What follows belongs to an exercise in optimizing a design on an open flow for small area; a production flow would make more cautious choices.
Function was checked by simulation only, so behaviour that the tests miss may differ from the original.
No run shown here takes its clock network from TritonCTS; it comes from the design's own scripts or RTL.
The clock input has no modelled driver; a real chip could not lean on it and would need a root buffer or a full tree.
Power and IR drop assume default switching activity.

`flow/design.v`:
```
`timescale 1ns / 1ps
module ClockDivider(
    input clk,
    input reset,
    output reg [3:0] b,
    output wire rise_2Hz,
    output wire rise_4Hz,
    output wire rise_500Hz
);
    reg [12:0] f;
    reg [13:0] h;
    reg [5:0] q;
    wire f_end = ((f ^ 13'b1000011001111) & 13'b0101111111101) == 0;
    wire h_end = ((h ^ 14'b10010001000110) & 14'b01101111111111) == 0;
    wire q_end = ((q ^ 6'b110100) & 6'b010111) == 0;
    assign rise_4Hz   = f_end & ~b[0];
    assign rise_2Hz   = h_end & ~b[0];
    assign rise_500Hz = q_end & ~b[0];
    always @(posedge clk or posedge reset) begin
        if (reset) begin
            b <= 4'd0;
            f <= 13'b0000110011110;
            h <= 14'b00100010001100;
            q <= 6'b101000;
        end else begin
            b <= b + 4'd1;
            f <= {f[11:0], ~(f[12] ^ f[0]) ^ f_end};
            h <= {h[12:0], h[13] ^ h[12] ^ h_end};
            q <= {q[4:0], q[5] ^ q[0] ^ q_end};
        end
    end
endmodule
`timescale 1ns / 1ps
module Debouncer(
    input clk,
    input reset,
    input button,
    output wire debounce
);
    reg button_sync;
    reg button_sync_prev;
    reg [12:0] c;
    wire waiting = ~|c[11:0];
    assign debounce = waiting & c[12];
    wire fb = waiting ? (button_sync & ~button_sync_prev) : (c[12] ^ c[2]);
    always @(posedge clk or posedge reset) begin
        if (reset) begin
            button_sync <= 1'b0;
            c <= 13'd0;
        end else begin
            button_sync <= button;
            c <= {c[11:0], fb};
        end
    end
    always @(posedge clk)
        button_sync_prev <= button_sync;
endmodule
`timescale 1ns / 1ps
module refresher250ms (
    input clk,
    input rst,
    input [3:0] b,
    output wire measure,
    output wire trig_done
);
    reg [9:0] r;
    wire r_end = ((r ^ 10'b0000011010) & 10'b0111110111) == 0;
    assign measure   = r_end & (&b);
    assign trig_done = (({b, r} ^ 14'b10001000101110) & 14'b00000000111100) == 0;
    always @(posedge clk or posedge rst) begin
        if (rst)
            r <= 10'b0000110100;
        else
            r <= {r[8:0], ~(r[9] ^ r[2]) ^ r_end};
    end
endmodule
module UltraSonicSensor (
    input clk,
    input rst,
    input measure,
    input trig_done,
    input echo,
    output wire trig,
    output reg exit_car
);
    localparam IDLE = 2'b00, TRIGGER = 2'b01, WAIT = 2'b11, COUNTECHO = 2'b10;
    reg [1:0] state;
    reg below;
    reg [21:0] ecount;
    wire inIDLE = (state == IDLE);
    wire inCOUNT = (state == COUNTECHO);
    assign trig = (state == TRIGGER);
    wire zero21 = ~|ecount[20:0];
    wire wrap = ecount[21] & zero21;               
    wire at695 = ((ecount ^ 22'b1111111111000000000011) & 22'b0001001001100000000001) == 0;   
    always @(posedge clk or posedge rst) begin
        if (rst) begin
            state <= IDLE;
            exit_car <= 1'b0;
            below <= 1'b1;
        end else begin
            case (state)
                IDLE:      state <= measure ? TRIGGER : IDLE;
                TRIGGER:   state <= trig_done ? WAIT : TRIGGER;
                WAIT:      state <= echo ? COUNTECHO : WAIT;
                COUNTECHO: state <= echo ? COUNTECHO : IDLE;
            endcase
            if (inIDLE)
                exit_car <= below;
            if (inCOUNT)
                below <= (below & ~at695) | wrap;
            else if (state == WAIT)
                below <= 1'b1;
        end
    end
    always @(posedge clk)
        ecount <= {ecount[20:0], inCOUNT & (ecount[21] ^ ecount[20] ^ zero21)};
endmodule
`timescale 1ns / 1ps
module ParkingFSM (
    input wire clk,
    input wire reset,
    input wire entry_sensor,
    input wire exit_sensor,
    input wire [1:0] exit_location,
    output reg door_open,
    output reg full_light,
    output reg [3:0] current_state
);
    wire [3:0] loc_bit = 4'b0001 << exit_location;
    wire full = &current_state;
    wire leave = exit_sensor & |(current_state & loc_bit);
    wire [3:0] free = ~current_state;
    wire [3:0] take = free & ~{free[2:0], 1'b0} & ~{free[1:0], 2'b0} & ~{free[0], 3'b0};
    always @(posedge clk or posedge reset) begin
        if (reset) begin
            current_state <= 4'b0000;
            door_open <= 1'b0;
            full_light <= 1'b0;
        end else begin
            if (exit_sensor)
                current_state <= current_state & ~loc_bit;
            else if (entry_sensor)
                current_state <= current_state | take;
            door_open <= leave | (entry_sensor & ~full);
            full_light <= ~leave & entry_sensor & full;
        end
    end
endmodule
module SevenSegmentDisplay (
    input clk, input reset, input tick, input [3:0] slots,
    output reg [7:0] seg_out, output wire [4:0] anode);
    reg [1:0] mux_index;
    always @(posedge clk or posedge reset)
        if (reset) mux_index <= 2'b00;
        else if (tick) mux_index <= {mux_index[0], ~mux_index[1]};
    assign anode = {1'b0, mux_index == 2'b10, mux_index == 2'b11, mux_index == 2'b01, mux_index == 2'b00};
    function [7:0] seven_seg;
        input [2:0] num;
        case (num)
            3'd0: seven_seg = 8'b00111111;
            3'd1: seven_seg = 8'b00000110;
            3'd2: seven_seg = 8'b01011011;
            3'd3: seven_seg = 8'b01001111;
            3'd4: seven_seg = 8'b01100110;
            default: seven_seg = 8'b01000000;
        endcase
    endfunction
    wire full = &slots;
    reg [2:0] nfree;
    always @(*) case (slots)
        4'b0000: nfree = 3'd4;
        4'b0001, 4'b0010, 4'b0100, 4'b1000: nfree = 3'd3;
        4'b0011, 4'b0101, 4'b0110, 4'b1001, 4'b1010, 4'b1100: nfree = 3'd2;
        4'b1111: nfree = 3'd0;
        default: nfree = 3'd1;
    endcase
    wire [1:0] best = ~slots[0] ? 2'd0 : ~slots[1] ? 2'd1 : ~slots[2] ? 2'd2 : 2'd3;
    reg [2:0] digit;
    always @(*) begin
        case (mux_index)
            2'b00: digit = full ? 3'd5 : {1'b0, best};
            2'b01: digit = full ? 3'd5 : 3'd0;
            2'b11: digit = nfree;
            default: digit = 3'd0;
        endcase
        seg_out = seven_seg(digit);
    end
endmodule
`timescale 1ns / 1ps
module TopModule(
    input wire clk,
    input wire reset,
    input wire entry_sensor,
    input wire exit_sensor,
    input wire [1:0] exit_location,  
    output reg door_status_light,    
    output reg lot_full_light,       
    output wire [3:0] parking_state,
    output wire [7:0] seg_out,
    output wire [4:0] anode,
    input wire echo,
    output trig
);
    wire rise_2Hz, rise_4Hz, rise_500Hz;
    wire measure, trig_done;
    wire entry_pulse;
    wire exit_car;
    wire door_open, full_light;
    wire [3:0] n16;
    ClockDivider clock_divider (
        .clk(clk), .reset(reset), .b(n16),
        .rise_2Hz(rise_2Hz), .rise_4Hz(rise_4Hz), .rise_500Hz(rise_500Hz)
    );
    Debouncer entry_debouncer (
        .clk(clk), .reset(reset), .button(~entry_sensor), .debounce(entry_pulse)
    );
    refresher250ms refresher_inst (
        .clk(clk), .rst(reset), .b(n16), .measure(measure), .trig_done(trig_done)
    );
    UltraSonicSensor sensor (
        .clk(clk), .rst(reset), .measure(measure), .trig_done(trig_done),
        .echo(echo), .trig(trig), .exit_car(exit_car)
    );
    ParkingFSM parking_fsm (
        .clk(clk), .reset(reset),
        .entry_sensor(entry_pulse), .exit_sensor(exit_car), .exit_location(exit_location),
        .door_open(door_open), .full_light(full_light), .current_state(parking_state)
    );
    reg [4:0] door_step;
    wire door_end = ~|(door_step & 5'b10110);
    always @(posedge clk or posedge reset) begin
        if (reset) begin
            door_status_light <= 1'b0;
            door_step <= 5'b00000;
        end else if (door_open) begin
            door_status_light <= 1'b1;
            door_step <= 5'b00010;
        end else if (rise_4Hz && (door_status_light || !door_end)) begin
            door_status_light <= ~door_status_light;
            if (!door_status_light)
                door_step <= {door_step[3:0], ~(door_step[4] ^ door_step[0])};
        end
    end
    reg [1:0] full_step;
    always @(posedge clk or posedge reset) begin
        if (reset) begin
            lot_full_light <= 1'b0;
            full_step <= 2'b00;
        end else if (full_light) begin
            lot_full_light <= 1'b1;
            full_step <= 2'b11;
        end else if (rise_2Hz && (lot_full_light || full_step[1])) begin
            lot_full_light <= ~lot_full_light;
            if (!lot_full_light)
                full_step <= {full_step[0], 1'b0};
        end
    end
    SevenSegmentDisplay seven_segment_display (
        .clk(clk), .reset(reset), .tick(rise_500Hz), .slots(parking_state),
        .seg_out(seg_out), .anode(anode)
    );
endmodule
```
`flow/flow/run.sh`:
```
#!/bin/bash
set -euo pipefail
export BUFFER_PORTS_ARGS="-buffer_cell sky130_fd_sc_hd__buf_1"
export CTS_ARGS="-sink_clustering_enable -repair_clock_nets -dont_use_dummy_load"
export POST_CTS_TCL="$(pwd)/flow/clocktree.tcl"
export FLOW_CLK_GROUPS=3
export POST_FLOORPLAN_TCL="$(pwd)/flow/restructure.tcl"
bash standard.sh finish > standard_flow.log 2>&1
```
`flow/flow/clocktree.tcl`:
```
# Replace the clock tree that clock tree synthesis built with a flatter one:
# the register clock pins are split by position into FLOW_CLK_GROUPS groups,
# each driven by one clkbuf_16 placed at the group's centre; the clock port
# feeds only these buffers. Every register keeps the same buffer depth (one),
# so no register's clock is delayed on purpose against the others.
set db [ord::get_db]
set block [[$db getChip] getBlock]
set k $::env(FLOW_CLK_GROUPS)
set clk [$block findNet clk]
set master [$db findMaster [expr {[info exists ::env(FLOW_CLK_CELL)] ? $::env(FLOW_CLK_CELL) : "sky130_fd_sc_hd__clkbuf_16"}]]
# the buffers and nets clock tree synthesis made
set cts_insts {}
foreach inst [$block getInsts] {
  if {[regexp {^clkbuf_[0-9]+_[0-9_]*(_f_)?clk$} [$inst getName]]} { lappend cts_insts $inst }
}
set nets [list $clk]
foreach n [$block getNets] { if {[string match clknet_* [$n getName]]} { lappend nets $n } }
set sinks {}
foreach n $nets {
  foreach it [$n getITerms] {
    set inst [$it getInst]
    if {[lsearch -exact $cts_insts $inst] >= 0} { continue }
    set loc [$inst getLocation]
    lappend sinks [list [lindex $loc 0] [lindex $loc 1] $it]
  }
}
puts "clocktree: removing [llength $cts_insts] clock tree buffers, [llength $sinks] sinks"
foreach inst $cts_insts {
  foreach it [$inst getITerms] { if {[$it getNet] ne "NULL"} { $it disconnect } }
  odb::dbInst_destroy $inst
}
foreach s $sinks { [lindex $s 2] disconnect }
foreach n $nets { if {$n ne $clk} { odb::dbNet_destroy $n } }
# recursive bisection of the sinks, alternately by x and by y, into k groups
proc my_bisect {items k axis} {
  if {$k <= 1} { return [list $items] }
  set sorted [lsort -integer -index $axis $items]
  set k1 [expr {$k / 2}]
  set cut [expr {[llength $sorted] * $k1 / $k}]
  set other [expr {1 - $axis}]
  return [concat [my_bisect [lrange $sorted 0 [expr {$cut - 1}]] $k1 $other] \
                 [my_bisect [lrange $sorted $cut end] [expr {$k - $k1}] $other]]
}
set g 0
foreach grp [my_bisect $sinks $k 0] {
  set sx 0; set sy 0
  foreach s $grp { incr sx [lindex $s 0]; incr sy [lindex $s 1] }
  set cx [expr {$sx / [llength $grp]}]; set cy [expr {$sy / [llength $grp]}]
  set bnet [odb::dbNet_create $block "clknet_grp$g"]
  $bnet setSigType CLOCK
  set buf [odb::dbInst_create $block $master "clkbuf_grp$g"]
  $buf setLocation $cx $cy
  $buf setPlacementStatus PLACED
  [$buf findITerm A] connect $clk
  [$buf findITerm X] connect $bnet
  foreach s $grp { [lindex $s 2] connect $bnet }
  puts "clocktree: group $g, [llength $grp] sinks, buffer at $cx $cy"
  incr g
}
detailed_placement
check_placement -verbose
estimate_parasitics -placement
report_clock_skew
report_check_types -max_slew -max_capacitance -violators
```
`flow/flow/downsize.tcl`:
```
# Swap every logic cell the synthesis sized up for its smallest drive-strength
# variant (same function and pins); the placement's repair_design sizes up
# again wherever slew, capacitance or timing needs it. Taps, fills and clock
# buffers are left alone.
set db [ord::get_db]
set block [[$db getChip] getBlock]
set dont_use [split $::env(DONT_USE_CELLS)]
set swapped 0
set saved 0
foreach inst [$block getInsts] {
  set m [$inst getMaster]
  set name [$m getName]
  if {![regexp {^(sky130_fd_sc_hd__[a-z0-9]+)_([0-9]+)$} $name -> base drv]} { continue }
  if {[regexp {tap|fill|decap|clkbuf|clkinv|clkdly|diode|conb} $base]} { continue }
  set best ""
  set bestw [$m getWidth]
  foreach d {0 1 2 4} {
    set cname ${base}_$d
    if {$cname eq $name} { continue }
    set cand [$db findMaster $cname]
    if {$cand eq "NULL" || $cand eq ""} { continue }
    set bad 0
    foreach pat $dont_use { if {$pat ne "" && [string match $pat $cname]} { set bad 1 } }
    if {$bad} { continue }
    if {[$cand getWidth] < $bestw} { set best $cand; set bestw [$cand getWidth] }
  }
  if {$best ne ""} {
    puts "downsize: [$inst getName] $name -> [$best getName]"
    incr saved [expr {[$m getWidth] - $bestw}]
    $inst swapMaster $best
    incr swapped
  }
}
puts "downsize: swapped $swapped cells, [expr {$saved / 1000.0}] um of row width saved"

# A half adder whose SUM output drives nothing computes only COUT = A & B:
# replace it with an and2 (and one whose COUT drives nothing with an xor2).
proc my_net_unused {net} {
  if {$net eq "NULL" || $net eq ""} { return 1 }
  return [expr {[llength [$net getITerms]] <= 1 && [llength [$net getBTerms]] == 0}]
}
set and2 [$db findMaster sky130_fd_sc_hd__and2_1]
set xor2 [$db findMaster sky130_fd_sc_hd__xor2_1]
set nha 0
foreach inst [$block getInsts] {
  if {[[$inst getMaster] getName] ne "sky130_fd_sc_hd__ha_1"} { continue }
  set a [[$inst findITerm A] getNet]
  set b [[$inst findITerm B] getNet]
  set s [[$inst findITerm SUM] getNet]
  set c [[$inst findITerm COUT] getNet]
  if {[my_net_unused $s]} {
    set out $c; set m $and2
  } elseif {[my_net_unused $c]} {
    set out $s; set m $xor2
  } else { continue }
  set name [$inst getName]
  foreach t [$inst getITerms] { if {[$t getNet] ne "NULL"} { $t disconnect } }
  foreach n [list $s $c] { if {$n ne "NULL" && $n ne "" && $n ne $out && [llength [$n getITerms]] == 0 && [llength [$n getBTerms]] == 0} { odb::dbNet_destroy $n } }
  odb::dbInst_destroy $inst
  set new [odb::dbInst_create $block $m $name]
  [$new findITerm A] connect $a
  [$new findITerm B] connect $b
  [$new findITerm X] connect $out
  puts "downsize: half adder $name -> [$m getName]"
  incr nha
}
puts "downsize: replaced $nha half adders"

# Tie cells: constant nets that drive no port share one conb_1; the other
# tie cells feeding only such nets are removed.
proc my_tie_internal {t} {
  foreach it [$t getITerms] {
    set n [$it getNet]
    if {$n ne "NULL" && $n ne "" && [llength [$n getBTerms]] > 0} { return 0 }
  }
  return 1
}
set ties {}
foreach inst [$block getInsts] {
  if {[[$inst getMaster] getName] eq "sky130_fd_sc_hd__conb_1" && [my_tie_internal $inst]} { lappend ties $inst }
}
if {[llength $ties] > 1} {
  set keep [lindex $ties 0]
  foreach port {LO HI} {
    set kt [$keep findITerm $port]
    foreach t [lrange $ties 1 end] {
      set net [[$t findITerm $port] getNet]
      if {$net eq "NULL" || $net eq ""} { continue }
      set knet [$kt getNet]
      if {$knet eq "NULL" || $knet eq ""} {
        [$t findITerm $port] disconnect
        $kt connect $net
        continue
      }
      foreach it [$net getITerms] { if {[$it getInst] ne $t} { $it disconnect; $it connect $knet } }
      [$t findITerm $port] disconnect
      odb::dbNet_destroy $net
    }
  }
  foreach t [lrange $ties 1 end] {
    foreach it [$t getITerms] { if {[$it getNet] ne "NULL"} { $it disconnect } }
    odb::dbInst_destroy $t
  }
  puts "downsize: merged [llength $ties] internal tie cells into one"
}
```
`flow/flow/libfilter.py`:
```
# libfilter.py IN.lib OUT.lib PATTERN... : copy a liberty file without the cells
# whose names match any of the (glob) patterns.
import sys, re, fnmatch
src, dst, pats = sys.argv[1], sys.argv[2], sys.argv[3:]
text = open(src).read()
starts = [m.start() for m in re.finditer(r'^    cell \(', text, re.M)]
end = text.rstrip().rfind('}')          # the library group's closing brace
out = [text[:starts[0]]]
bounds = starts + [end]
dropped = 0
for a, b in zip(bounds, bounds[1:]):
    name = re.match(r'    cell \("?([^")]+)"?\)', text[a:]).group(1)
    if any(fnmatch.fnmatch(name, p) for p in pats):
        dropped += 1
        continue
    out.append(text[a:b])
out.append(text[end:])
open(dst, 'w').write(''.join(out))
print('libfilter: dropped %d cells' % dropped)
```
`flow/flow/restructure.tcl`:
```
# Re-map the combinational logic for area with OpenROAD's ABC-based restructure,
# on a copy of the liberty file without the platform's don't-use cells, then
# run downsize.tcl.
set here [file dirname [info script]]
set lib [lindex $::env(LIB_FILES) 0]
set wd $::env(OBJECTS_DIR)/restructure
file mkdir $wd
set flib $wd/restructure.lib
exec python3 $here/libfilter.py $lib $flib {*}$::env(DONT_USE_CELLS) >@ stdout
set lo [join $::env(TIELO_CELL_AND_PORT) "/"]
set hi [join $::env(TIEHI_CELL_AND_PORT) "/"]
set_dont_use $::env(DONT_USE_CELLS)
log_cmd restructure -target area -liberty_file $flib -tielo_port $lo -tiehi_port $hi -work_dir $wd -abc_logfile $wd/abc.log
source $here/downsize.tcl
```
`flow/standard.sh`:
```
#!/bin/bash
# synth_recipe.tcl (not shown) runs the flow's synth.tcl, then flattens the netlist and writes it again
# the make line also repeats each setting of config.mk as NAME=value (left out here)
make -C /OpenROAD-flow-scripts/flow DESIGN_CONFIG=/design/flow/config.mk WORK_HOME=/design/flow/orfs CLKGATE_MAP_FILE= SYNTH_SCRIPT=/design/flow/synth_recipe.tcl "${@:-finish}"
```
`flow/config.mk`:
```
export PLATFORM = sky130hd
export DESIGN_NAME = TopModule
export DESIGN_NICKNAME = TopModule
export VERILOG_FILES = /design/flow/design.v
export SDC_FILE = /design/flow/constraint.sdc
export NUM_CORES = 4
export LEC_CHECK = 0
export ABC_AREA = 1
export CAP_MARGIN = 0
export CORE_MARGIN = 2
export CORE_UTILIZATION = 70
export PLACE_DENSITY = 0.9
export SLEW_MARGIN = 0
```
`flow/constraint.sdc`:
```
create_clock -name core_clock -period 10.0 [get_ports {clk}]
set_input_delay 2.0000 -clock core_clock [delete_from_list [all_inputs] [get_ports {clk}]]
set_output_delay 2.0000 -clock core_clock [all_outputs]
set_load 0.01 [all_outputs]
```
==> results of run 1 <==
-- per-layer routing --
metal	GRT usage, %	vias to the layer above	wire length (um)
met2	33.97	38	2734
met5	0	-	0
met3	2.442	10	127
met4	7.500	0	104
met1	24.38	997	2337
li1	-	958	-
-- cells by family after synthesis --
kind of cell | after synthesis
buffers and inverters | 50
and+or+nand+nor | 178
adders and majority gates | 5
other | 1
AOI/OAI and AO/OA | 27
xor gates and xnor gates | 11
DFF | 105
-- Yosys cell counts (3+ instances only) --
library cell / n
inv_1: 41
buf_4: 4
dfstp_2: 16
inv_2: 4
o21ai_0: 16
o21ai_1: 3
nand3_1: 31
nand4_1: 8
xor2_1: 7
a21oi_1: 4
nand2_2: 3
dfrtp_1: 66
nor4_1: 4
xnor2_1: 4
dfxtp_1: 23
nor2_1: 50
nand2_1: 74
ha_1: 5
-- path summary, 6_finish.rpt --
path	cells after the start	to	slack [ns]	startpoint
min	0	sensor.ecount[3]	0.35	sensor.ecount[2]
max reg2reg	6	door_step[4]	7.42	clock_divider.f[2]
min in group asynchronous	3	clock_divider.h[9]	2.09	reset
max in group asynchronous	3	clock_divider.f[6]	7.31	reset
min reg2reg	0	sensor.ecount[3]	0.35	sensor.ecount[2]
max	10	seg_out[2]	5.66	parking_fsm.current_state[0]
-- stage by stage --
stage | utilization (%) | instance area, um2
final | 70.44 | 3643
after global routing | 70.44 | 3643
after detailed placement | 68.99 | 3568
after global placement | 68.99 | 3568
after floorplan | - | 3820
-- layout make-up --
cell class	count	share of cell area [%]
buffer	3	2.060
inverter	36	3.709
tap	70	2.404
multi-input combinational	119	19.75
sequential	105	69.51
timing repair buffer	24	2.576
-- cells in the final DEF, fill, tap and decap left out, types with 2 or more instances in the layout --
cell,synthesis,layout
o21ai_0,16,8
xor2_1,7,4
clkinv_1,0,35
o211ai_1,0,4
o2bb2ai_1,0,3
dfstp_2,16,16
nor3_1,1,7
nand3_1,31,9
dfrtp_1,66,66
o22ai_1,1,6
buf_1,0,23
a2bb2oi_1,0,3
nor2_1,50,22
o221ai_1,0,3
o21a_1,0,2
o221a_1,0,2
conb_1,1,3
nand2_1,74,5
nor4_1,4,9
clkbuf_16,0,3
a31oi_1,1,3
o41ai_1,0,2
a21oi_1,4,4
or4_1,0,5
dfxtp_1,23,23
-- flip-flops by register name, summed over array words and instances (netlist names), 2 cells and up --
name and flops:
clock_divider.b 4, clock_divider.f 13, clock_divider.h 14, clock_divider.q 6, door_step 5, entry_debouncer.c 13
full_step 2, parking_fsm.current_state 4, refresher_inst.r 10, sensor.ecount 22, sensor.state 2, seven_segment_display.mux_index 2
-- power groups by stage --
stage	clock network (mW)	registers, mW	logic (mW)
after floorplan	0	0.472	0.0220
after global placement	0	0.476	0.0190
after detailed placement	0	0.478	0.0198
after global routing	0.168	0.475	0.0227
final	0.148	0.469	0.0193
==> flow_results.org, run 1 <==
** Power and ir drop
- Proportion of total power due to net switching :: 19.14%
- In this run the power spent charging and discharging nets is 0.1218 mW.
- Power spread over the standard cell area amounts to 174.7 nW/um2.
- The clock network burns 23.3% of the power.
- Across the VDD grid, the largest voltage drop is 0.2334 mV.
- Post-route total power :: 0.6367 mW
- The analysis attributes to cell leakage a power of 1.523 nW.
- Internal Dissipation :: 0.5148 mW
- The share of total power dissipated in sequential elements is 73.7%.
- Per report_power, the combinational group accounts for 3.0% of the total.

** Global route
- Maximum number of pins on one net before global-route repair :: 83
- After global routing the overflow that remains totals 0.
- Across every metal layer, demand over resource in global routing totals 19.29%.
- Vias in the first global route :: 2,046
- The first global-routing pass estimated 9.273 mm of wire.
- Initial antenna violation count :: 0

** Timing
- Ratio of final minimum period to clock period :: 43.43%
- The clock arrives with 0.01403 ns of skew.
- Fmax :: 230.3 MHz
- Unrepaired setup endpoints after global routing :: no
- Slew Viols, Final :: 0
- Min cycle time layout :: 4.343 ns
- Final Hold Slack :: 0.3466 ns
- At the pin with the least slew margin, the transition time is 0.9565 ns.
- Headroom to the max-slew limit came out at 35.65%.
- Setup total negative slack on the finished layout was measured at 0 ns.
- Setup violations remaining at the end of the flow were counted as 0.
- Setup slack on the critical path of the routed design comes to 5.657 ns.
- Final Hold Viols :: 0

** Floorplan
- Measured along the y axis, the die boundary spans 77.84 um.
- Once the floorplan was initialized, standard cells occupied 73.78% of the core.
- FP Rows :: 26
- During I/O placement, the number of pins put on the boundary was 27.
- Width of the die :: 77.84 um
- The die covers 6058 um2.
- The total area inside the core boundary comes to 5172 um2.

** Critical path
- Critical path data arrival time :: 2.34 ns
- The worst setup path is launched from a register.
- Type of the setup path with the least slack :: reg -> out
- Worst-path cell chain :: clkinv_1 -> nor2_1 -> clkinv_1 -> nor2_1 -> nand2_1 -> clkinv_1 -> nand2_1 -> o221ai_1 -> o21a_1 -> buf_1
- In this run the worst path has a maximum fanout of 5.
- Delay of the slowest critical-path stage :: 0.43 ns
- Gate family responsible for the most delay along the worst path :: simple AND/OR/NAND/NOR gates
- Number of buffer and inverter instances along the worst setup path :: 4
- Most frequent cell on the critical path :: clkinv_1
- The worst setup path is captured at an output port.
- The largest individual stage delay along the critical path comes from the cell dfrtp_1.
- Worst endpoint required time :: 8.00 ns

** Route
- The first detailed-routing pass ran for 4 iterations.
- DRC violations left :: 0
- The final layout contains routed wiring with a total length of 5.304 mm.
- The detailed router finished its first iteration with 89 violations.
- Antenna-violating nets left :: 0
- In the final routed layout, each cell accounts on average for 14.86 um.
- Detailed-route vias per instance :: 5.611
- Vias after detailed routing :: 2,003

** Worst hold path
- Path type of the worst min-delay path :: reg -> reg

** Synth
- Count of flip-flops with a built-in enable after synthesis :: 0
- Summed over its instances, the top area cell type makes up 43.28% of the synthesized netlist area.
- Ys async rst share :: 78.10%
- The synthesized netlist devotes 3.803% of its cell area to compound gates.
- Synthesized-area fraction occupied by adder cells :: 1.639%
- Summing every instance area after synthesis gives 3816 um2.
- Multiplexer fraction of the synthesized cell area :: 0%
- In the synthesized netlist the dominant register cell turns out to be dfrtp_1.
- Dominant cells by area after synthesis :: dfrtp_1 43%, dfxtp_1 12%, dfstp_2 11%
- Counting distinct cell types in the post-synthesis netlist gives 29.
- Mapped Cells :: 377
- Largest family of logic cells by synthesized area :: simple AND/OR/NAND/NOR gates
- Mean Syn Cell Area :: 10.12 um2
- After Yosys synthesis, XOR and XNOR cells account for 2.525% of the synthesized area.
- YS warnings :: 7
- Fraction of the yosys area taken by sequential cells :: 66.36%
- Simple-gate portion of the synthesized area :: 20.23%
- In this run, synthesis produced a sequential element count of 105.
- Cell taking the most area after synthesis :: dfrtp_1

** Cells and area
- The number of antenna diodes in the final layout is 0.
- Summing all multi-input logic gate instances after layout gives 719.4 um2.
- Fill count :: 345
- Number of standard cells in the final layout excluding fillers :: 357
- Synth-to-Final Area Change :: -4.525%
- Number of nets in the finished design :: 296
- Sequential standard cell area :: 2532 um2
- In the final layout, the share of cells above drive strength 1 is 7.317%.

** Place
- Detailed placement ended at an HPWL of 3.768 mm.
- At the placement stage, the worst setup path has a slack of 5.990 ns.
- During placement, the flow inserted port buffers numbering 23.
- Weighted congestion reported at the end of routability-driven placement :: 0.7722
- After detailed placement, the design holds a cell count of 354.

** Outcome
- The run finished with no timing, DRC or antenna violations.

** Job
- Maxcap violations :: 0

** Clock network
- Worst skew pair latency :: 0.17 ns
- After clock tree synthesis, the clock-pin slew on the worst setup and hold paths is 0.12 ns.
- CTS saw 105 sinks.
==> run 2, diff against run 1 <==
--- a/flow/flow/restructure.tcl
+++ b/flow/flow/restructure.tcl
@@ -10,5 +10,5 @@
 set lo [join $::env(TIELO_CELL_AND_PORT) "/"]
 set hi [join $::env(TIEHI_CELL_AND_PORT) "/"]
 set_dont_use $::env(DONT_USE_CELLS)
-log_cmd restructure -target area -liberty_file $flib -tielo_port $lo -tiehi_port $hi -work_dir $wd -abc_logfile $wd/abc.log
+log_cmd restructure -target area -depth_threshold 4 -liberty_file $flib -tielo_port $lo -tiehi_port $hi -work_dir $wd -abc_logfile $wd/abc.log
 source $here/downsize.tcl
--- a/flow/config.mk
+++ b/flow/config.mk
@@ -8,6 +8,5 @@
 export ABC_AREA = 1
 export CAP_MARGIN = 0
 export CORE_MARGIN = 2
-export CORE_UTILIZATION = 70
-export PLACE_DENSITY = 0.9
+export CORE_UTILIZATION = 40
 export SLEW_MARGIN = 0
==> flow_results.org, run 2 <==
** Critical path
- Critical path data arrival time :: 2.31 ns
- Reg2reg setup slack :: 7.46 ns
- The signal on the critical path passes through clkinv_1 -> nor2_1 -> clkinv_1 -> nor2_1 -> nand2_1 -> clkinv_1 -> nand2_1 -> o221ai_1 -> o21a_1 -> buf_1.
- Of all nets on the critical path, the largest fanout is 5.
- For the worst setup path, the data required time is 8.00 ns.
- The startpoint identified for the worst register-to-register timing path is clock_divider.f[3].
- R2R depth :: 6
- The worst register-to-register path ends at door_step[4].
- Startpoint types :: register
- For this run, the slowest stage of the critical path takes 0.46 ns.
- Type of destination of the critical path :: output port
- The slowest stage of the critical path is the dfrtp_1 cell.
- Most frequent cell on the critical path :: clkinv_1
- The worst setup path is of the reg -> out kind.

** Outcome
- The flow ran to the end and the layout has no timing, DRC or antenna violations.

** Route
- Iteration-0 DRC Markers :: 100
- The detail route stage leaves a number of antenna-violating nets equal to 0.
- Vias after detailed routing :: 1,958
- Routed length per placed instance :: 12.98 um
- Length of the first detailed-routing pass in iterations :: 5
- DRC violations left :: 0
- Detailed-route vias per instance :: 4.707
- Routed Wire Length :: 5.399 mm

** Timing
- Ratio of final minimum period to clock period :: 43.12%
- Fmax :: 231.9 MHz
- Across all hold checks on the routed design, the worst slack comes to 0.3541 ns.
- Unrepaired setup endpoints after global routing :: no
- Clock skew :: 0.01314 ns
- Adding up every negative setup slack in the final design gives 0 ns.
- At the pin with the least slew margin, the transition time is 1.001 ns.
- The final-report max-slew violation count was 0.
- Max-Slew Margin vs Limit :: 32.64%
- Final Hold Viols :: 0
- After layout, the worst setup slack is 5.688 ns.
- Final count of negative-setup-slack endpoints :: 0
- Min cycle time layout :: 4.312 ns

** Cells and area
- The register with the most flip-flops in the layout has 22 of them.
- Register with the highest flop count :: sensor.ecount
- Fill count :: 885
- Relative to the synthesized area, the layout overhead comes to -2.557%.
- The library cell used most frequently in the layout, excluding fill and tap cells, is dfrtp_1.
- The largest registers in the layout are sensor.ecount x22, clock_divider.h x14.
- After routing the design area is 3719 um2.
- The top cell types in the final layout, fill and taps aside, are 66 x dfrtp_1, 35 x clkinv_1, 23 x dfxtp_1, 23 x buf_1, 22 x nor2_1.
- Number of nets in the finished design :: 296
- Count of antenna diodes in the layout :: 0
- Fraction of layout instances using a drive strength above 1 :: 7.317%

** Synth
- Register bit count reported by yosys :: 105
- After synthesis, the largest family of logic cells by area is simple AND/OR/NAND/NOR gates.
- Multiplexer fraction of the synthesized cell area :: 0%
- Most numerous cell types in the synthesized netlist :: 74 x nand2_1, 66 x dfrtp_1, 50 x nor2_1
- Summing the areas of all compound-gate instances in the mapped netlist gives 3.803% of the synthesized area.
- Count of flip-flops with a built-in enable after synthesis :: 0
- Of the total synthesized cell area, the portion taken by AND, OR, NAND and NOR gates is 20.23%.
- Dominant cells by area after synthesis :: dfrtp_1 43%, dfxtp_1 12%, dfstp_2 11%
- Synth Cell Area :: 3816 um2
- Cell taking the most area after synthesis :: dfrtp_1
- Mapped Cells :: 377
- Number of unique standard cell types used by synthesis :: 29
- In the synthesized netlist the dominant register cell turns out to be dfrtp_1.
- Summing the areas of all fa, ha and maj instances in the mapped netlist gives 1.639% of the synthesized area.
- Post-synthesis share of cell area spent on xor and xnor gates :: 2.525%
- Ys async rst share :: 78.10%
- Area fraction of the dominant cell type after synthesis :: 43.28%
- Of the synthesized area, sequential elements account for 66.36%.
- The most common cell in the synthesized netlist is nand2_1.
- Mean Syn Cell Area :: 10.12 um2
- YS warnings :: 7

** Global route
- Vias in the first global route :: 1,970
- The first global-routing pass estimated 9.335 mm of wire.
- The initial antenna violation count was 0.
- Global routing used 11.20% of the available tracks across all layers.
- Entering global routing, the biggest net connects 83 pins.
- After global routing the overflow that remains totals 0.

** Power and ir drop
- The internal power of the cells totals 0.5151 mW.
- Clk network pwr share :: 23.9%
- Proportion of total power due to net switching :: 20.02%
- Registers are responsible for 73.0% of the overall power.
- Across the VDD grid, the largest voltage drop is 0.1365 mV.
- Switching Power :: 0.1289 mW
- LEAKAGE :: 1.523 nW
- Dividing total power by cell area gives a power density of 173.2 nW/um2.
- In this run, the combinational gates consume 3.0% of the power.

** Worst hold path
- Number of cells traversed by the worst hold path :: 0
- End of the worst hold path :: sensor.ecount[15]
- Origin of the worst min-delay path :: sensor.ecount[14]
- Path type of the worst min-delay path :: reg -> reg

** Job
- The tool flagged a number of max-cap violations equal to 0.

** Floorplan
- The floorplan has 35 rows.
- Pin placement for this block handled 27 I/O pins.
- From left edge to right edge, the die measures 101.7 um.
- Once the floorplan was initialized, standard cells occupied 41.30% of the core.
- The die is 101.7 um tall.
- Core region area :: 9240 um2
- The die covers 10,340 um2.

** Place
- Placement Setup Slack :: 5.894 ns
- Standard cell area after detailed placement :: 3643 um2
- Weighted congestion reported at the end of routability-driven placement :: 0.8003
- In this run the tool buffered the top-level ports with 23 buffer cells.
- Summed over all nets, the half-perimeter wirelength after detailed placement is 3.738 mm.

** Clock network
- Clock-pin slew on the worst setup and hold paths :: 0.12 ns
- Worst skew pair latency :: 0.18 ns
- Clock tree synthesis found a total of 105 sinks.
## run 2: cell count changes in the layout (fill, tap and decap cells not counted), sizes merged
cell | previous run | this run
inv | 1 | 0
clkinv | 35 | 36
## run 2: cell families after synthesis
family | count (synthesis)
compound gates | 27
xor+xnor | 11
fa+ha+maj | 5
buf+inv | 50
flops | 105
other cells | 1
simple gates | 178
## run 2: routing by layer
metal / global-route usage [%] / vias to the layer above / wire length, um
met5: 0 / - / 0
met4: 2.911 / 0 / 44
met3: 2.208 / 3 / 142
met2: 17.51 / 31 / 2524
met1: 16.05 / 966 / 2688
li1: - / 958 / -
## run 2: final cells by class
type	count	area (um2)	share of cell area, %
timing repair buffer	24	93.84	2.524
multi-input combinational	119	719.4	19.35
tap	129	161.4	4.341
buffer	3	75.07	2.019
inverter	36	136.4	3.668
sequential	105	2532	68.10
## run 2: how the worst max path moves through the flow
stage                                             from                 end  slack (ns)
after floorplan                                  reset  clock_divider.b[0]        5.92
after global placement    parking_fsm.current_state[0]          seg_out[2]        6.02
after detailed placement  parking_fsm.current_state[0]          seg_out[2]        5.89
after global routing      parking_fsm.current_state[0]          seg_out[2]        5.45
final                     parking_fsm.current_state[0]          seg_out[2]        5.69
## run 2: metrics by stage
stage / power, mW / cells / utilization, %
6_report: 0.6440 / 416 / 40.24
5_1_grt: 0.6758 / 416 / 40.24
3_5_place_dp: 0.4987 / 413 / 39.43
3_3_place_gp: 0.4963 / 413 / 39.43
2_1_floorplan: 0.4936 / 378 / -
## run 2: worst max-delay path: cells and delay by family (launching register included)
| kind | cells | cell delay, ns |
|---|---|---|
| AOI/OAI and AO/OA | 2 | 0.52 |
| buffers and inverters | 4 | 0.53 |
| DFF | 1 | 0.46 |
| and+or+nand+nor | 4 | 0.63 |
## run 2: power by group through the flow
stage                     logic (mW)  registers, mW  clock network (mW)
after floorplan               0.0220          0.472                   0
after global placement        0.0197          0.477                   0
after detailed placement      0.0200          0.479                   0
after global routing          0.0236          0.476               0.176
final                         0.0196          0.470               0.154
==> run 3, diff against run 2 <==
--- a/flow/flow/restructure.tcl
+++ b/flow/flow/restructure.tcl
@@ -10,5 +10,5 @@
 set lo [join $::env(TIELO_CELL_AND_PORT) "/"]
 set hi [join $::env(TIEHI_CELL_AND_PORT) "/"]
 set_dont_use $::env(DONT_USE_CELLS)
-log_cmd restructure -target area -depth_threshold 4 -liberty_file $flib -tielo_port $lo -tiehi_port $hi -work_dir $wd -abc_logfile $wd/abc.log
+log_cmd restructure -target area -depth_threshold 64 -liberty_file $flib -tielo_port $lo -tiehi_port $hi -work_dir $wd -abc_logfile $wd/abc.log
 source $here/downsize.tcl
==> flow_results.org, run 3 <==
** Outcome
- Status :: finished clean

** Floorplan
- Vert. Die Dim :: 101.7 um
- Die ar. :: 10,340 um2
- Initial standard-cell utilization of the core :: 41.30%
- In this run the core area contains 35 standard-cell rows.
- Width of the die :: 101.7 um
- The region available for standard cell placement spans 9240 um2.
- IO Count :: 27

** Route
- Detailed-route vias per instance :: 4.707
- Length of the first detailed-routing pass in iterations :: 5
- In the final routed layout, each cell accounts on average for 12.98 um.
- Iteration-0 DRC Markers :: 100
- Vias after detailed routing :: 1,958
- After detailed routing, the number of remaining DRC violations is 0.
- Antenna-violating nets left :: 0
- Routed Wire Length :: 5.399 mm

** Critical path
- The critical path is of the reg -> out type.
- Reg-to-Reg End :: door_step[4]
- STA classifies the critical path startpoint as a register.
- Maximum fanout count along the critical path :: 5
- Type of destination of the critical path :: output port
- R2R depth :: 6
- STA puts the critical path data arrival time at 2.31 ns.
- Reg-to-Reg Start :: clock_divider.f[3]
- Worst endpoint required time :: 8.00 ns
- Setup crit end :: seg_out[2]
- Crit. Startpoint :: parking_fsm.current_state[0]
- Reg2reg setup slack :: 7.46 ns

** Power and ir drop
- Proportion of total power due to net switching :: 20.02%
- Post-route total power :: 0.6440 mW
- Portion of total power attributed to combinational logic :: 3.0%
- Across the VDD grid, the largest voltage drop is 0.1365 mV.
- Clk network pwr share :: 23.9%
- For this design the static power due to leakage is 1.523 nW.
- Internal power comes to 0.5151 mW.
- Sequential share of power :: 73.0%
- Switching Power :: 0.1289 mW
- Power per unit of standard cell area :: 173.2 nW/um2

** Timing
- Final Hold Viols :: 0
- Clock skew :: 0.01314 ns
- Final count of negative-setup-slack endpoints :: 0
- Min cycle time layout :: 4.312 ns
- Fmax :: 231.9 MHz
- Unrepaired setup endpoints after global routing :: no
- Dividing the final minimum period by the clock period gives 43.12%.
- Slew Viols, Final :: 0
- In this run the tightest slew margin relative to its limit is 32.64%.
- For the pin with the worst max-slew slack, the measured transition is 1.001 ns.
- After routing, the total negative slack on setup checks comes to 0 ns.

** Cells and area
- The net count of the finished layout is 296.
- After routing the design area is 3719 um2.
- Most common cell after layout, fill and taps aside :: dfrtp_1
- The area growth from synthesis to layout is -2.557%.
- Highest-count cells in the layout ignoring fill and taps :: 66 x dfrtp_1, 35 x clkinv_1, 23 x dfxtp_1, 23 x buf_1, 22 x nor2_1
- The largest registers in the layout are sensor.ecount x22, clock_divider.h x14.
- Count of antenna diodes in the layout :: 0
- Number of flip-flops under the largest register name :: 22
- Fraction of layout instances using a drive strength above 1 :: 7.317%
- Register with the highest flop count :: sensor.ecount

** Clock network
- CTS saw 105 sinks.
- For the worst-skew pair, the clock arrives at the later sink with an insertion delay of 0.18 ns.
- After clock tree synthesis, the clock-pin slew on the worst setup and hold paths is 0.12 ns.

** Place
- Standard cell area after detailed placement :: 3643 um2
- At the end of routability-driven placement, the weighted congestion stood at 0.8003.
- During placement, the flow inserted port buffers numbering 23.
- Half-perimeter wire length of the detailed placement result :: 3.738 mm

** Global route
- Total global-route track usage :: 11.20%
- Initial antenna violation count :: 0
- The layer flagged by global routing as most heavily used is met2.
- Wire length of the first global-routing pass :: 9.335 mm
- The via count of the first global-routing pass is 1,970.
- For met2 alone, demand over resource in global routing was 17.51%.
- Total gr overflow :: 0
- Global routing consumed, on the met3 layer, 2.208% of the routing resources.
- Global routing consumed, on the met1 layer, 16.05% of the routing resources.
- Maximum number of pins on one net before global-route repair :: 83

** Synth
- Register bit count reported by yosys :: 105
- Cell taking the most area after synthesis :: dfrtp_1
- Synthesis handed over a netlist of 377 instances.
- A synthesized cell averages 10.12 um2.
- The synthesized netlist occupies a cell area of 3816 um2.
- Most used standard cell by instance count after synthesis :: nand2_1
- Number of unique standard cell types used by synthesis :: 29
- Count of flip-flops with a built-in enable after synthesis :: 0
- YS warnings :: 7
- In the post-synthesis netlist, the biggest area contributors are dfrtp_1 43%, dfxtp_1 12%, dfstp_2 11%.
- In the synthesized netlist the async set-or-reset flop fraction comes to 78.10%.
- Sorting the synthesized cells by how often they occur yields 74 x nand2_1, 66 x dfrtp_1, 50 x nor2_1.
- Summed over its instances, the top area cell type makes up 43.28% of the synthesized netlist area.
- Fraction of the yosys area taken by sequential cells :: 66.36%
- In the synthesized netlist the dominant register cell turns out to be dfrtp_1.

** Worst hold path
- The worst hold path begins at sensor.ecount[14].
- Path type of the worst min-delay path :: reg -> reg

** Job
- The tool flagged a number of max-cap violations equal to 0.
[run 3: cell counts in the layout (fill, tap and decap cells not counted)]
Identical to the previous run, type by type.
[run 3: worst min-delay path by stage]
| stage | to | slack, ns | cells after the start |
|---|---|---|---|
| floorplan | sensor.ecount[3] | 0.32 | 0 |
| global placement | sensor.ecount[18] | 0.33 | 0 |
| detailed placement | sensor.ecount[15] | 0.33 | 0 |
| global route | sensor.ecount[15] | 0.36 | 0 |
| finish | sensor.ecount[15] | 0.35 | 0 |
[run 3: worst max-delay path, stage by stage (launching register included)]
cell      delay [ns]
dfrtp_1         0.46
clkinv_1        0.19
nor2_1          0.19
clkinv_1        0.12
nor2_1          0.22
nand2_1         0.11
clkinv_1        0.07
nand2_1         0.11
o221ai_1        0.33
o21a_1          0.19
buf_1           0.15
[run 3: metrics by stage]
stage / setup WS, ns / utilization [%] / hold WS [ns] / cells
floorplan: 5.918 / - / 0.3231 / 378
global placement: 6.017 / 39.43 / 0.3282 / 413
detailed placement: 5.894 / 39.43 / 0.3307 / 413
global route: 5.449 / 40.24 / 0.3649 / 416
finish: 5.688 / 40.24 / 0.3541 / 416
[run 3: cell families (layout without fill, tap and decap cells)]
group / Yosys count / count (layout) / share of synthesized area (%)
AO/OA/AOI/OAI: 27 / 47 / 3.804
XOR/XNOR: 11 / 5 / 2.525
adder cells (fa/ha/maj): 5 / 0 / 1.639
buffers and inverters: 50 / 63 / 5.344
flip-flops: 105 / 105 / 66.36
other: 1 / 3 / 0.09827
AND/OR/NAND/NOR: 178 / 64 / 20.23
[run 3: area by class of cell]
cell class	instances	area, um2
repair buffers	24	93.84
plain buffers	3	75.07
fillers	885	5522
inverters	36	136.4
multi-input cells	119	719.4
flip-flops and latches	105	2532
well taps	129	161.4
[run 3: power groups by stage]
stage               Sequential (mW)  Combinational (mW)  Clock (mW)
floorplan                     0.472              0.0220           0
global placement              0.477              0.0197           0
detailed placement            0.479              0.0200           0
global route                  0.476              0.0236       0.176
finish                        0.470              0.0196       0.154
[run 3: metal layers]
metal | vias to the layer above | wire length, um
met3 | 3 | 142
met2 | 31 | 2524
met5 | - | 0
li1 | 958 | -
met1 | 966 | 2688
met4 | 0 | 44
==> run 4, diff against run 3 <==
==> flow/flow/run.sh (replaced) <==
#!/bin/bash
set -euo pipefail
export BUFFER_PORTS_ARGS="-buffer_cell sky130_fd_sc_hd__buf_1"
export CTS_ARGS="-sink_clustering_enable -repair_clock_nets -dont_use_dummy_load"
export POST_CTS_TCL="$(pwd)/flow/clocktree.tcl"
export FLOW_CLK_GROUPS=4
export POST_FLOORPLAN_TCL="$(pwd)/flow/restructure.tcl"
bash standard.sh finish > standard_flow.log 2>&1
--- a/flow/flow/clocktree.tcl
+++ b/flow/flow/clocktree.tcl
@@ -7,7 +7,7 @@
 set block [[$db getChip] getBlock]
 set k $::env(FLOW_CLK_GROUPS)
 set clk [$block findNet clk]
-set master [$db findMaster [expr {[info exists ::env(FLOW_CLK_CELL)] ? $::env(FLOW_CLK_CELL) : "sky130_fd_sc_hd__clkbuf_16"}]]
+set master [$db findMaster sky130_fd_sc_hd__clkbuf_16]
 # the buffers and nets clock tree synthesis made
 set cts_insts {}
 foreach inst [$block getInsts] {
--- a/flow/flow/downsize.tcl
+++ b/flow/flow/downsize.tcl
@@ -65,41 +65,3 @@
   incr nha
 }
 puts "downsize: replaced $nha half adders"
-
-# Tie cells: constant nets that drive no port share one conb_1; the other
-# tie cells feeding only such nets are removed.
-proc my_tie_internal {t} {
-  foreach it [$t getITerms] {
-    set n [$it getNet]
-    if {$n ne "NULL" && $n ne "" && [llength [$n getBTerms]] > 0} { return 0 }
-  }
-  return 1
-}
-set ties {}
-foreach inst [$block getInsts] {
-  if {[[$inst getMaster] getName] eq "sky130_fd_sc_hd__conb_1" && [my_tie_internal $inst]} { lappend ties $inst }
-}
-if {[llength $ties] > 1} {
-  set keep [lindex $ties 0]
-  foreach port {LO HI} {
-    set kt [$keep findITerm $port]
-    foreach t [lrange $ties 1 end] {
-      set net [[$t findITerm $port] getNet]
-      if {$net eq "NULL" || $net eq ""} { continue }
-      set knet [$kt getNet]
-      if {$knet eq "NULL" || $knet eq ""} {
-        [$t findITerm $port] disconnect
-        $kt connect $net
-        continue
-      }
-      foreach it [$net getITerms] { if {[$it getInst] ne $t} { $it disconnect; $it connect $knet } }
-      [$t findITerm $port] disconnect
-      odb::dbNet_destroy $net
-    }
-  }
-  foreach t [lrange $ties 1 end] {
-    foreach it [$t getITerms] { if {[$it getNet] ne "NULL"} { $it disconnect } }
-    odb::dbInst_destroy $t
-  }
-  puts "downsize: merged [llength $ties] internal tie cells into one"
-}
--- a/flow/flow/restructure.tcl
+++ b/flow/flow/restructure.tcl
@@ -10,5 +10,5 @@
 set lo [join $::env(TIELO_CELL_AND_PORT) "/"]
 set hi [join $::env(TIEHI_CELL_AND_PORT) "/"]
 set_dont_use $::env(DONT_USE_CELLS)
-log_cmd restructure -target area -depth_threshold 64 -liberty_file $flib -tielo_port $lo -tiehi_port $hi -work_dir $wd -abc_logfile $wd/abc.log
+log_cmd restructure -target area -liberty_file $flib -tielo_port $lo -tiehi_port $hi -work_dir $wd -abc_logfile $wd/abc.log
 source $here/downsize.tcl
--- a/flow/config.mk
+++ b/flow/config.mk
@@ -5,7 +5,6 @@
 export SDC_FILE = /design/flow/constraint.sdc
 export NUM_CORES = 4
 export LEC_CHECK = 0
-export ABC_AREA = 1
 export CAP_MARGIN = 0
 export CORE_MARGIN = 2
 export CORE_UTILIZATION = 40
==> flow_results.org, run 4 <==
** Global route
- Total gr overflow :: 0
- The initial antenna violation count was 0.
- Wire length of the first global-routing pass :: 8.776 mm
- Entering global routing, the biggest net connects 83 pins.
- Total global-route track usage :: 10.84%
- The via count of the first global-routing pass was 1,968.

** Clock network
- Clock latency on the worst-skew pair, taken at its later pin, is 0.16 ns.
- Count of clock tree sinks :: 105
- Clock-pin slew on the worst setup and hold paths :: 0.09 ns

** Cells and area
- Largest registers in the final layout :: sensor.ecount x22, clock_divider.h x14
- Number of nets in the finished design :: 305
- Count of antenna diodes in the layout :: 0
- In the layout the commonest cells are 66 x dfrtp_1, 34 x clkinv_1, 23 x dfxtp_1, 23 x buf_1, 22 x nor2_1.
- The post-route netlist has 7.432% of its cells at a drive strength greater than 1.
- Number of standard cells in the final layout excluding fillers :: 404
- Synth-to-Final Area Change :: 3.092%
- With fillers left out, the area of the finished cells amounts to 3755 um2.
- The filler cells instantiated in the layout total 829.
- Sequential standard cell area :: 2532 um2
- Number of flip-flops under the largest register name :: 22
- More flip-flops sit in one register than any other, and that register is sensor.ecount.
- Area of combinational cells with multiple inputs :: 760.7 um2
- Most common cell after layout, fill and taps aside :: dfrtp_1

** Floorplan
- From left edge to right edge, the die measures 99.43 um.
- IO Count :: 27
- Initial standard-cell utilization of the core :: 41.56%
- The floorplan has 34 rows.
- Core region area :: 8763 um2
- Vert. Die Dim :: 99.43 um
- The die covers 9885 um2.

** Critical path
- The worst setup path is launched from a register.
- In this design, the stage delay of the slowest critical-path cell is 0.48 ns.
- The worst setup path is captured at an output port.
- The worst register-to-register path ends at sensor.ecount[0].
- Gate family responsible for the most delay along the worst path :: buffers and inverters
- The worst register-to-register path has a setup slack of 7.86 ns.
- The critical path is of the reg -> out type.
- The cell that appears most often on the critical path is clkinv_1.
- R2R depth :: 5
- At the worst endpoint, the arrival time is 2.46 ns.
- Worst-path cell chain :: clkinv_1 -> nor2_1 -> clkinv_1 -> nor3_1 -> a21oi_1 -> o22ai_1 -> clkinv_1 -> o22ai_1 -> buf_1
- The critical path contains buffers and inverters numbering 4 combined.
- For this design, the slowest cell found on the critical path is dfrtp_1.
- Worst endpoint required time :: 8.00 ns
- Reg-to-Reg Start :: sensor.ecount[19]
- In this run the worst path has a maximum fanout of 7.

** Place
- Number of I/O port buffers :: 23
- At the end of routability-driven placement, the weighted congestion stood at 0.7994.
- Half-perimeter wire length of the detailed placement result :: 3.451 mm
- Timing analysis after detailed placement gives a worst setup slack of 5.783 ns.
- Standard cell area after detailed placement :: 3655 um2
- The number of placed instances, taps included, is 400.

** Route
- Vias after detailed routing :: 1,943
- Once detail routing completed, the nets flagged for antenna violations numbered 0.
- Iteration-0 DRC Markers :: 78
- Dividing the detail-routed wire length by the instance count gives 12.16 um.
- After detailed routing, the number of remaining DRC violations is 0.
- Routed Wire Length :: 4.912 mm
- Detailed-route vias per instance :: 4.809
- The pre-antenna-repair detailed-routing pass consisted of 4 iterations.

** Synth
- Dominant cells by area after synthesis :: dfrtp_1 45%, dfxtp_1 13%, dfstp_2 12%
- Register bit count reported by yosys :: 105
- Most used flip-flop cell after synthesis :: dfrtp_1
- Mapped Cells :: 264
- For this run, the register share of the synthesized area comes to 69.53%.
- Synth Cell Area :: 3642 um2
- Yosys instantiated no cell more often than dfrtp_1.
- The synthesized design contains 0 enable-type register cells.
- Cell taking the most area after synthesis :: dfrtp_1
- The synthesized netlist contains 61 unique library cells.
- Averaged over all synthesized cells, the footprint is 13.80 um2.
- In the synthesized netlist the async set-or-reset flop fraction comes to 78.10%.
- After synthesis, the largest area contributor takes up 45.35% of total cell area.
- Sorting the synthesized cells by how often they occur yields 66 x dfrtp_1, 23 x dfxtp_1, 16 x dfstp_2.
- YS warnings :: 7

** Timing
- Measured against its own limit, the worst slew margin works out to 34.37%.
- Fmax :: 224.3 MHz
- The worst path uses 44.58% of the clock period.
- Final Hold Viols :: 0
- Clock skew :: 0.007885 ns
- The final-report max-slew violation count came to 0.
- Setup slack on the critical path of the routed design comes to 5.542 ns.
- In the final timing run, aggregate negative setup slack is 0 ns.
- The worst path needs 4.458 ns of the cycle, external delays included.
- Pin slew with the least headroom to its limit :: 0.9721 ns
- Unrepaired setup endpoints after global routing :: no
- Final count of negative-setup-slack endpoints :: 0

** Job
- Maxcap violations :: 0

** Power and ir drop
- Proportion of total power due to net switching :: 19.35%
- Worst-case vdd ir drop :: 0.1455 mV
- Clk network pwr share :: 25.3%
- For this design the ratio of total power to cell area is 177.0 nW/um2.
- Internal Dissipation :: 0.5360 mW
- LEAKAGE :: 1.570 nW
- Portion of total power attributed to combinational logic :: 4.5%
- Switching Power :: 0.1286 mW
- Sequential share of power :: 70.2%

** Outcome
- Status :: finished clean

** Worst hold path
- Path type of the worst min-delay path :: reg -> reg
- End of the worst hold path :: sensor.ecount[14]
- Number of cells traversed by the worst hold path :: 0
- Origin of the worst min-delay path :: sensor.ecount[13]
-- run 4: layout make-up --
type                    count  share of cell area (%)
well taps                 108                   3.599
flip-flops and latches    105                   67.44
inverters                  35                   3.532
multi-input cells         128                   20.26
plain buffers               4                   2.666
repair buffers             24                   2.499
-- run 4: cells by family after synthesis --
| kind of cell | Yosys count | share of synthesized area (%) |
|---|---|---|
| XOR/XNOR | 11 | 2.645 |
| AO/OA/AOI/OAI | 41 | 7.627 |
| other | 1 | 0.1030 |
| AND/OR/NAND/NOR | 74 | 13.67 |
| multiplexers | 6 | 2.095 |
| flip-flops | 105 | 69.53 |
| buffers and inverters | 21 | 2.610 |
| adder cells (fa/ha/maj) | 5 | 1.718 |
-- run 4: through the flow --
stage	power, mW	hold slack (ns)	utilization (%)
after floorplan	0.4933	0.3227	-
after global placement	0.5050	0.3278	41.70
after detailed placement	0.5053	0.3319	41.70
after global routing	0.6996	0.3574	42.85
final	0.6646	0.3450	42.85
-- run 4: worst max-delay path by stage --
stage          slack (ns)                          from                  to  cells after the start
6_report             5.54  parking_fsm.current_state[0]          seg_out[2]                      9
5_1_grt              5.21  parking_fsm.current_state[0]          seg_out[2]                      9
3_5_place_dp         5.78  parking_fsm.current_state[0]          seg_out[2]                      9
3_3_place_gp         5.92  parking_fsm.current_state[0]          seg_out[2]                      9
2_1_floorplan        5.92                         reset  clock_divider.b[0]                      1
-- run 4: power groups by stage --
| stage | registers, mW | clock network (mW) | logic [mW] |
|---|---|---|---|
| detailed placement | 0.475 | 0 | 0.0299 |
| floorplan | 0.475 | 0 | 0.0179 |
| finish | 0.467 | 0.168 | 0.0300 |
| global route | 0.472 | 0.192 | 0.0350 |
| global placement | 0.476 | 0 | 0.0294 |
-- run 4: metal layers --
metal | GRT usage [%] | routed length [um]
met2 | 16.89 | 2237
met5 | 0 | 0
met4 | 3.793 | 65
met3 | 1.757 | 107
met1 | 15.54 | 2501
==> run 5, diff against run 4 <==
==> flow/flow/run.sh (replaced) <==
#!/bin/bash
set -euo pipefail
export BUFFER_PORTS_ARGS="-buffer_cell sky130_fd_sc_hd__buf_1"
export CTS_ARGS="-sink_clustering_enable -repair_clock_nets -dont_use_dummy_load"
export POST_CTS_TCL="$(pwd)/flow/clocktree.tcl"
export FLOW_CLK_GROUPS=3
export POST_FLOORPLAN_TCL="$(pwd)/flow/restructure.tcl"
bash standard.sh finish > standard_flow.log 2>&1
==> flow_results.org, run 5 <==
** Outcome
- Status :: finished clean

** Timing
- Final hold analysis gives a worst-case slack of 0.3532 ns.
- Fmax :: 223.9 MHz
- Sum of negative setup slack :: 0 ns
- Slew Viols, Final :: 0
- The final-report hold violation count is 0.
- Setup violations remaining at the end of the flow were counted as 0.
- Pin slew with the least headroom to its limit :: 0.9723 ns
- The worst pin sits at a relative slew slack of 34.35%.
- Ratio of final minimum period to clock period :: 44.67%
- Setup repair after global routing left no endpoint under its margin.
- Clock skew :: 0.006552 ns
- After layout, the minimum clock period comes to 4.467 ns.

** Synth
- Sequential elements use 69.53% of the synthesized area.
- Averaged over all synthesized cells, the footprint is 13.80 um2.
- In this run, synthesis inferred 0 flip-flops with an integrated enable.
- YS warnings :: 7
- Ys async rst share :: 78.10%
- Area fraction in compound gates after synthesis :: 7.626%
- By area the synthesized netlist is led by dfrtp_1 45%, dfxtp_1 13%, dfstp_2 12%.
- Of all cell types, the one taking the most synthesized area is dfrtp_1.
- Synth Cell Area :: 3642 um2
- Most used flip-flop cell after synthesis :: dfrtp_1
- Most used standard cell by instance count after synthesis :: dfrtp_1
- Mapped Cells :: 264
- Of the total synthesized cell area, the portion taken by AND, OR, NAND and NOR gates is 13.67%.
- Number of unique standard cell types used by synthesis :: 61
- The synthesized netlist devotes 1.718% of its cell area to adder and majority cells.
- Multiplexer fraction of the synthesized cell area :: 2.095%
- By area, the combinational part of the netlist is dominated by simple AND/OR/NAND/NOR gates.
- Register bit count reported by yosys :: 105
- Area fraction of the dominant cell type after synthesis :: 45.35%
- Summing the areas of all xor and xnor instances in the mapped netlist gives 2.645% of the synthesized area.
- In the synthesized netlist, the cells that appear most often are 66 x dfrtp_1, 23 x dfxtp_1, 16 x dfstp_2.

** Power and ir drop
- For this design the static power due to leakage is 1.557 nW.
- Proportion of total power due to net switching :: 19.72%
- Power per unit of standard cell area :: 173.3 nW/um2
- The internal portion of the total power is 0.5188 mW.
- The clock network accounts for 23.1% of the total power.
- The worst-case IR drop observed on VDD is 0.1633 mV.
- The share of total power dissipated in sequential elements is 72.2%.
- Switching Power :: 0.1274 mW
- Overall power consumption after layout is estimated at 0.6462 mW.
- Combinational logic is responsible for 4.7% of the overall power.

** Cells and area
- The largest registers in the layout are sensor.ecount x22, clock_divider.h x14.
- The area growth from synthesis to layout is 2.405%.
- Cells fill 42.56% of the core in the end.
- Number of flip-flops under the largest register name :: 22
- The number of antenna diodes in the final layout is 0.
- Fraction of layout instances using a drive strength above 1 :: 7.119%
- Highest-count cells in the layout ignoring fill and taps :: 66 x dfrtp_1, 34 x clkinv_1, 23 x dfxtp_1, 23 x buf_1, 22 x nor2_1
- sensor.ecount holds more flip-flops than any other register.
- The library cell used most frequently in the layout, excluding fill and tap cells, is dfrtp_1.
- Number of nets in the finished design :: 304

** Critical path
- Reg-to-Reg End :: sensor.ecount[0]
- Of all nets on the critical path, the largest fanout is 7.
- Startpoint types :: register
- Reg2reg setup slack :: 7.84 ns
- STA puts the critical path data arrival time at 2.47 ns.
- For the worst setup path, the data required time is 8.00 ns.
- For the worst flop-to-flop path, the logic depth is 5.
- Type of the setup path with the least slack :: reg -> out
- STA classifies the critical path endpoint as an output port.
- The worst register-to-register path begins at sensor.ecount[15].

** Worst hold path
- Number of cells traversed by the worst hold path :: 0
- The tightest min-delay check is of the reg -> reg type.
- Origin of the worst min-delay path :: sensor.ecount[19]
- The worst hold path terminates at sensor.ecount[20].

** Place
- Half-perimeter wire length of the detailed placement result :: 3.451 mm
- Weighted congestion reported at the end of routability-driven placement :: 0.7994
- Number of I/O port buffers :: 23

** Global route
- The initial antenna violation count is 0.
- Entering global routing, the biggest net connects 83 pins.
- Total global-route track usage :: 10.74%
- Summed over all layers, the global routing overflow is 0.
- The via count of the first global-routing pass came to 1,979.
- Wire length of the first global-routing pass :: 8.742 mm

** Floorplan
- For this design the top-level I/O count stands at 27.
- Core region area :: 8763 um2
- Once the floorplan was initialized, standard cells occupied 41.56% of the core.
- Width of the die :: 99.43 um
- After floorplanning, the core was divided into 34 placement rows.
- Die ar. :: 9885 um2
- The die is 99.43 um tall.

** Route
- After detailed routing, the number of remaining DRC violations is 0.
- After detailed routing, the number of vias per cell comes to 4.846.
- The pre-antenna-repair detailed-routing pass consisted of 4 iterations.
- The first routing iteration left 81 violations.
- Antenna-violating nets left :: 0
- Routed Wire Length :: 4.878 mm
- The routed layout has 1,953 vias.
- Routed length per placed instance :: 12.10 um

** Job
- Maxcap violations :: 0

** Clock network
- Clock latency on the worst-skew pair, taken at its later pin, is 0.17 ns.
- Count of clock tree sinks :: 105
- Clock-pin slew on the worst setup and hold paths :: 0.11 ns
run 5: worst max path at each step:
stage                                      start                 end  slack (ns)  depth (start not counted)
floorplan                                  reset  clock_divider.b[0]        5.92                          1
global placement    parking_fsm.current_state[0]          seg_out[2]        5.92                          9
detailed placement  parking_fsm.current_state[0]          seg_out[2]        5.78                          9
global route        parking_fsm.current_state[0]          seg_out[2]        5.18                          9
finish              parking_fsm.current_state[0]          seg_out[2]        5.53                          9
run 5: metrics by stage:
stage                     cells  cell area [um2]  setup WS (ns)
after floorplan             265             3646          5.918
after global placement      400             3655          5.923
after detailed placement    400             3655          5.783
after global routing        403             3730          5.180
final                       403             3730          5.533
run 5: metal layers:
layer,wire [um],vias to the layer above,GRT usage [%]
li1,-,977,-
met1,2442,941,14.95
met2,2244,29,17.36
met3,125,6,1.757
met4,65,0,3.477
met5,0,-,0
run 5: final cells by class:
cell class / instances / area [um2]
Inverter: 35 / 132.6
Buffer: 3 / 75.07
Multi-Input combinational cell: 128 / 760.7
Tap cell: 108 / 135.1
Sequential cell: 105 / 2532
Timing Repair Buffer: 24 / 93.84
Fill cell: 838 / 5034
run 5: cell families after synthesis:
| kind of cell | Yosys count |
|---|---|
| AO/OA/AOI/OAI | 41 |
| AND/OR/NAND/NOR | 74 |
| multiplexers | 6 |
| XOR/XNOR | 11 |
| flip-flops | 105 |
| other | 1 |
| buffers and inverters | 21 |
| adder cells (fa/ha/maj) | 5 |
run 5: worst max-delay path, cell delays in order (launching register included):
cell      delay, ns
dfrtp_1        0.49
clkinv_1       0.17
nor2_1         0.20
clkinv_1       0.18
nor3_1         0.40
a21oi_1        0.08
o22ai_1        0.31
clkinv_1       0.15
o22ai_1        0.15
buf_1          0.17
run 5: power groups by stage:
stage	sequential [mW]	combinational [mW]	clock, mW
after detailed placement	0.475	0.0299	0
after global routing	0.472	0.0350	0.174
after floorplan	0.475	0.0179	0
final	0.467	0.0301	0.150
after global placement	0.476	0.0294	0

[static timing again, ports no longer ideal]
The results above use ideal ports. As a check the final layouts listed here were re-extracted and re-timed, cells and wires unchanged. Step 1 sets driving cells, clkbuf_16 on the clock port and buf_2 on the other inputs (assumed; they add their load-dependent delay and slew). Step 2 also shifts input and output timing later by t, the mid clock arrival at the registers, as if the neighbouring blocks saw the same clock. a / b / c = ideal ports / drivers / drivers and shift; a / b = the first two.
run	t (ns)	slack for setup (ns)	worst hold slack (ns)	worst setup path at the end	latest minus earliest clock arrival (ns)
run 1	0.231	5.657 / 5.594 / 5.826	0.347 / 0.347 / 0.347	register to output	0.014 / 0.015
run 2	0.236	5.688 / 5.627 / 5.863	0.354 / 0.354 / 0.354	register to output	0.014 / 0.014
run 3	0.236	5.688 / 5.627 / 5.863	0.354 / 0.354 / 0.354	register to output	0.014 / 0.014
run 4	0.222	5.542 / 5.472 / 5.694	0.345 / 0.345 / 0.345	register to output	0.008 / 0.008
run 5	0.230	5.533 / 5.474 / 5.704	0.353 / 0.353 / 0.353	register to output	0.008 / 0.008
After both steps setup and hold are still met in every run listed.
